What follows belongs to an exercise in optimizing a design on an open flow for small area; a production flow would make more cautious choices.
The RTL was checked by simulation tests, not by an equivalence proof against the original design.
No driver is modelled on the clock port, so clock power and skew are understated where the tree is cut down; a real chip needs a root buffer or a tree.

==> module CH3_WATCH, before the edit <==
module CH3_WATCH(
 RESETN, CLK,
 SEG_COM, SEG_DATA
);
input RESETN, CLK;
output [7:0] SEG_COM, SEG_DATA;
reg [6:0] Y;
reg [2:0] C8;
wire WRAP = ~Y[6] & ~Y[5] & ~Y[4] & Y[3] & ~Y[2] & Y[1] & ~Y[0];
wire TICK = WRAP & ~C8[2] & ~C8[1] & ~C8[0];
wire LD  = ~RESETN | WRAP;    
wire LDN = ~LD;
always @(posedge CLK) begin
	Y[0] <= RESETN & (WRAP | (Y[6] ^ Y[5]));
	Y[1] <= ~(LDN & Y[0]);
	Y[2] <= ~(LD | Y[1]);
	Y[3] <= ~(LDN & Y[2]);
	Y[4] <= ~(LD | Y[3]);
	Y[5] <= ~(LDN & Y[4]);
	Y[6] <= ~(LD | Y[5]);
	C8[0] <= RESETN & ~C8[0];
	C8[1] <= RESETN & (C8[1] ^ C8[0]);
	C8[2] <= RESETN & (C8[2] ^ (C8[1] & C8[0]));
end
reg [3:0] S1, M1, H1; reg [2:0] S10, M10; reg [1:0] H10;
wire e0 = TICK;
wire e0b = e0 & S1[0];
wire e1 = e0b & S1[3];
wire e1b = e1 & S10[0];
wire e2 = e1b & S10[2];
wire e2b = e2 & M1[0];
wire e3 = e2b & M1[3];
wire e3b = e3 & M10[0];
wire e4 = e3b & M10[2];
wire e4b = e4 & H1[0];
wire h23 = e4 & H10[1] & H1[1] & H1[0];
wire e5 = e4b & H1[3];
always @(posedge CLK) begin
  S1[0] <= RESETN & (S1[0] ^ e0);
  S1[1] <= RESETN & (S1[1] ^ (e0b & ~S1[3]));
  S1[2] <= RESETN & (S1[2] ^ (e0b & S1[1]));
  S1[3] <= RESETN & (S1[3] ^ (e0b & (S1[3] | S1[2] & S1[1])));
  S10[0] <= RESETN & (S10[0] ^ e1);
  S10[1] <= RESETN & (S10[1] ^ (e1b & ~S10[2]));
  S10[2] <= RESETN & (S10[2] ^ (e1b & (S10[2] | S10[1])));
  M1[0] <= RESETN & (M1[0] ^ e2);
  M1[1] <= RESETN & (M1[1] ^ (e2b & ~M1[3]));
  M1[2] <= RESETN & (M1[2] ^ (e2b & M1[1]));
  M1[3] <= RESETN & (M1[3] ^ (e2b & (M1[3] | M1[2] & M1[1])));
  M10[0] <= RESETN & (M10[0] ^ e3);
  M10[1] <= RESETN & (M10[1] ^ (e3b & ~M10[2]));
  M10[2] <= RESETN & (M10[2] ^ (e3b & (M10[2] | M10[1])));
  H1[0] <= RESETN & (H1[0] ^ e4);
  H1[1] <= RESETN & (H1[1] ^ (e4b & ~H1[3]));
  H1[2] <= RESETN & (H1[2] ^ (e4b & H1[1] & ~H10[1]));
  H1[3] <= RESETN & (H1[3] ^ (e4b & (H1[3] | H1[2] & H1[1])));
  H10[0] <= RESETN & (H10[0] ^ e5);
  H10[1] <= RESETN & (H10[1] ^ (e5 & H10[0] | h23));
end
wire DP = C8[0];
reg [1:0] PM;
always @(posedge CLK) begin
	PM[0] <= ~RESETN | ~(PM[0] ^ PM[1]);
	PM[1] <= ~RESETN | (PM[0] & ~PM[1]);
end
wire R  = ~DP & PM[1] & PM[0];
wire P0 = ~DP & ~PM[1] & ~PM[0];
wire P1 =  DP & ~PM[1] &  PM[0];
wire P2 = ~DP &  PM[1] & ~PM[0];
wire P3 =  DP & ~PM[1] & ~PM[0];
wire P4 = ~DP & ~PM[1] &  PM[0];
wire P5 =  DP &  PM[1] & ~PM[0];
assign SEG_COM = {DP | (PM[1] ^ PM[0]),
                  ~(PM[0] & (DP ^ PM[1])),
                  DP | ~PM[1],
                  (PM[0] ^ PM[1]) | ~(DP ^ PM[1]),
                  DP | ~PM[0],
                  ~(PM[1] & (DP ^ PM[0])),
                  ~R, ~R};
wire [3:0] NUM = ({4{P0}} & {2'b00, H10}) |
                 ({4{P1}} & H1) |
                 ({4{P2}} & {1'b0, M10}) |
                 ({4{P3}} & M1) |
                 ({4{P4}} & {1'b0, S10}) |
                 ({4{P5}} & S1);
CH3_WT_DECODER S_DECODE(NUM, DP, SEG_DATA);
endmodule
==> flow/config.mk <==
export PLATFORM = sky130hd
export DESIGN_NAME = CH3_WATCH
export DESIGN_NICKNAME = CH3_WATCH
export VERILOG_FILES = /design/flow/design.v
export SDC_FILE = /design/flow/constraint.sdc
export NUM_CORES = 4
export LEC_CHECK = 0
export CAP_MARGIN = 20
export CORE_MARGIN = 2
export CORE_UTILIZATION = 40
export SLEW_MARGIN = 20
==> flow/constraint.sdc <==
create_clock -name core_clock -period 10.0 [get_ports {CLK}]
set_input_delay 2.0000 -clock core_clock [delete_from_list [all_inputs] [get_ports {CLK}]]
set_output_delay 2.0000 -clock core_clock [all_outputs]
set_load 0.01 [all_outputs]
standard.sh (not shown) runs the stock make flow with config.mk's settings and CLKGATE_MAP_FILE= SYNTH_SCRIPT=/design/flow/synth_recipe.tcl, a recipe that flattens the netlist after the stock synthesis.
==> flow/flow/run.sh <==
#!/bin/bash
# Own layout flow: the standard flow (standard.sh) with
#  - the standard synthesis script, except that abc maps the logic with
#    each area-oriented script listed in flow/abc_scripts.txt (one per line,
#    commands separated by ';') and keeps the smallest result, and no
#    half/full adder cells are extracted before abc;
#  - small port buffers;
#  - in place of ORFS's clock tree synthesis, flow/own_cts.tcl: the clock
#    port drives two clkbuf_8, each driving the clock pins of one half of
#    the registers.
# Each tool's full output goes to the log files ORFS writes under orfs/logs;
# make's own output goes to flow_make_*.log and the clock buffering's to
# own_cts.log here.
set -euo pipefail
W=$PWD
LIB=$FLOW_HOME/platforms/$FLOW_PLATFORM/lib/sky130_fd_sc_hd__tt_025C_1v80.lib

mkdir -p $W/abc
n=0
while IFS= read -r line; do
  [[ -z "$line" ]] && continue
  n=$((n + 1))
  printf '%s\n' "$line" | tr ';' '\n' > $W/abc/s$(printf %03d $n).script
done < $W/flow/abc_scripts.txt

cat > $W/own_synth.tcl <<EOF
proc synth {args} { yosys synth -nofsm -noshare {*}\$args }
proc abc {args} {
  set i [lsearch -exact \$args -script]
  if {\$i >= 0} { set args [lreplace \$args \$i [expr {\$i + 1}]] }
  yosys design -save own_pre_abc
  set best ""
  set best_area 1e30
  foreach s [lsort [glob $W/abc/s*.script]] {
    yosys design -load own_pre_abc
    yosys abc -script \$s {*}\$args
    yosys opt_clean
    set st [yosys tee -q -s result.string stat -liberty $LIB]
    if {[regexp {Chip area for module [^:]*: ([0-9.]+)} \$st -> a]} {
      puts "OWN_ABC \$s area \$a"
      if {\$a < \$best_area} { set best_area \$a; set best \$s; yosys design -save own_best }
    }
  }
  puts "OWN_ABC best \$best area \$best_area"
  yosys design -load own_best
}
source \$::env(SCRIPTS_DIR)/synth.tcl
# left out here: clear keep_hierarchy, flatten, clean up
yosys rename -hide {w:*\$func\$*}
write_verilog -noattr -nohex -nodec \$::env(RESULTS_DIR)/1_2_yosys.v
EOF

KNOBS=(SYNTH_SCRIPT=$W/own_synth.tcl ADDER_MAP_FILE= ABC_CLOCK_PERIOD_IN_PS=10000
       "BUFFER_PORTS_ARGS=-buffer_cell sky130_fd_sc_hd__buf_1")
RES=$W/orfs/results/$FLOW_PLATFORM/CH3_WATCH/base

bash standard.sh "${KNOBS[@]}" place > $W/flow_make_place.log 2>&1

RES=$RES LIBF=$LIB PLATFORM_DIR=$FLOW_HOME/platforms/$FLOW_PLATFORM \
  openroad -no_init -exit $W/flow/own_cts.tcl > $W/own_cts.log 2>&1

bash standard.sh "${KNOBS[@]}" finish > $W/flow_make_finish.log 2>&1
test -f $W/out/final.def
Other scripts of this flow, unchanged in this note and not shown: flow/flow/abc_scripts.txt, flow/flow/own_cts.tcl
Rerun with:
--- a/flow/design.v
+++ b/flow/design.v
@@ -77,23 +77,22 @@
 wire DP = C8[0];
 reg [1:0] PM;
 always @(posedge CLK) begin
-	PM[0] <= ~RESETN | ~(PM[0] ^ PM[1]);
-	PM[1] <= ~RESETN | (PM[0] & ~PM[1]);
+	PM[0] <= RESETN & ((~PM[1]));
+	PM[1] <= ~RESETN | ((PM[0] & ~PM[1]));
 end
-wire R  = ~DP & PM[1] & PM[0];
-wire P0 = ~DP & ~PM[1] & ~PM[0];
-wire P1 =  DP & ~PM[1] &  PM[0];
-wire P2 = ~DP &  PM[1] & ~PM[0];
-wire P3 =  DP & ~PM[1] & ~PM[0];
-wire P4 = ~DP & ~PM[1] &  PM[0];
-wire P5 =  DP &  PM[1] & ~PM[0];
-assign SEG_COM = {DP | (PM[1] ^ PM[0]),
-                  ~(PM[0] & (DP ^ PM[1])),
-                  DP | ~PM[1],
-                  (PM[0] ^ PM[1]) | ~(DP ^ PM[1]),
-                  DP | ~PM[0],
-                  ~(PM[1] & (DP ^ PM[0])),
-                  ~R, ~R};
+wire P0 = (~DP & PM[1]);
+wire P1 = (DP & ~PM[0]);
+wire P2 = (~DP & PM[0] & ~PM[1]);
+wire P3 = (DP & PM[1]);
+wire P4 = (~DP & ~PM[0]);
+wire P5 = (DP & PM[0] & ~PM[1]);
+assign SEG_COM = {(DP) | (~PM[1]),
+                  (~DP & ~PM[1]) | (PM[0]),
+                  (DP) | (~PM[0] & ~PM[1]) | (PM[0] & PM[1]),
+                  (~DP & PM[0]) | (~PM[1]),
+                  (DP) | (PM[0]),
+                  (~DP & PM[0]) | (DP & PM[1]) | (~PM[0] & ~PM[1]),
+                  (PM[0]) | (~PM[1]), (PM[0]) | (~PM[1])};
 wire [3:0] NUM = ({4{P0}} & {2'b00, H10}) |
                  ({4{P1}} & H1) |
                  ({4{P2}} & {1'b0, M10}) |
After rerunning:
- The new run completed without violations
- clock skew is higher by 0.0096 ns
- setup slack improves by 0.068 ns
- maximum frequency increases by 1.6%
- utilization went down by 0.23 points
- design area is lower by 0.51%
- synthesized cell count shrinks by 2.3%
- global-route usage rose by 0.49 points
- routed wire length grows by 3.8%
- register-to-register slack loses 0.10 ns
No run of this note takes its clock network from TritonCTS; it comes from the design's own scripts or RTL.

## afterwards: timing with drivers on the ports
How much do the figures lean on ideal ports? The routed layouts below were timed once more, with nothing changed but the port constraints.
Step 1: set_driving_cell puts a clkbuf_16 on CLK and a buf_2 on each other input, an assumption about the parent block.
Step 2 also shifts input and output timing later by t, the mid clock arrival at the registers, as if the neighbouring blocks saw the same clock.
Slacks: ideal / step 1 / step 2; pairs: ideal / step 1.
| run | t (ns) | setup slack, ns | worst hold slack (ns) | worst data-port slew with drivers (ns) | pins driven straight from the clock port |
|---|---|---|---|---|---|
| the first run | 0.185 | 5.554 / 5.522 / 5.707 | 0.387 / 0.387 / 0.387 | 0.03 | 2 |
| the second run | 0.189 | 5.623 / 5.589 / 5.778 | 0.395 / 0.395 / 0.395 | 0.03 | 2 |
After both steps every run listed still meets setup and hold.
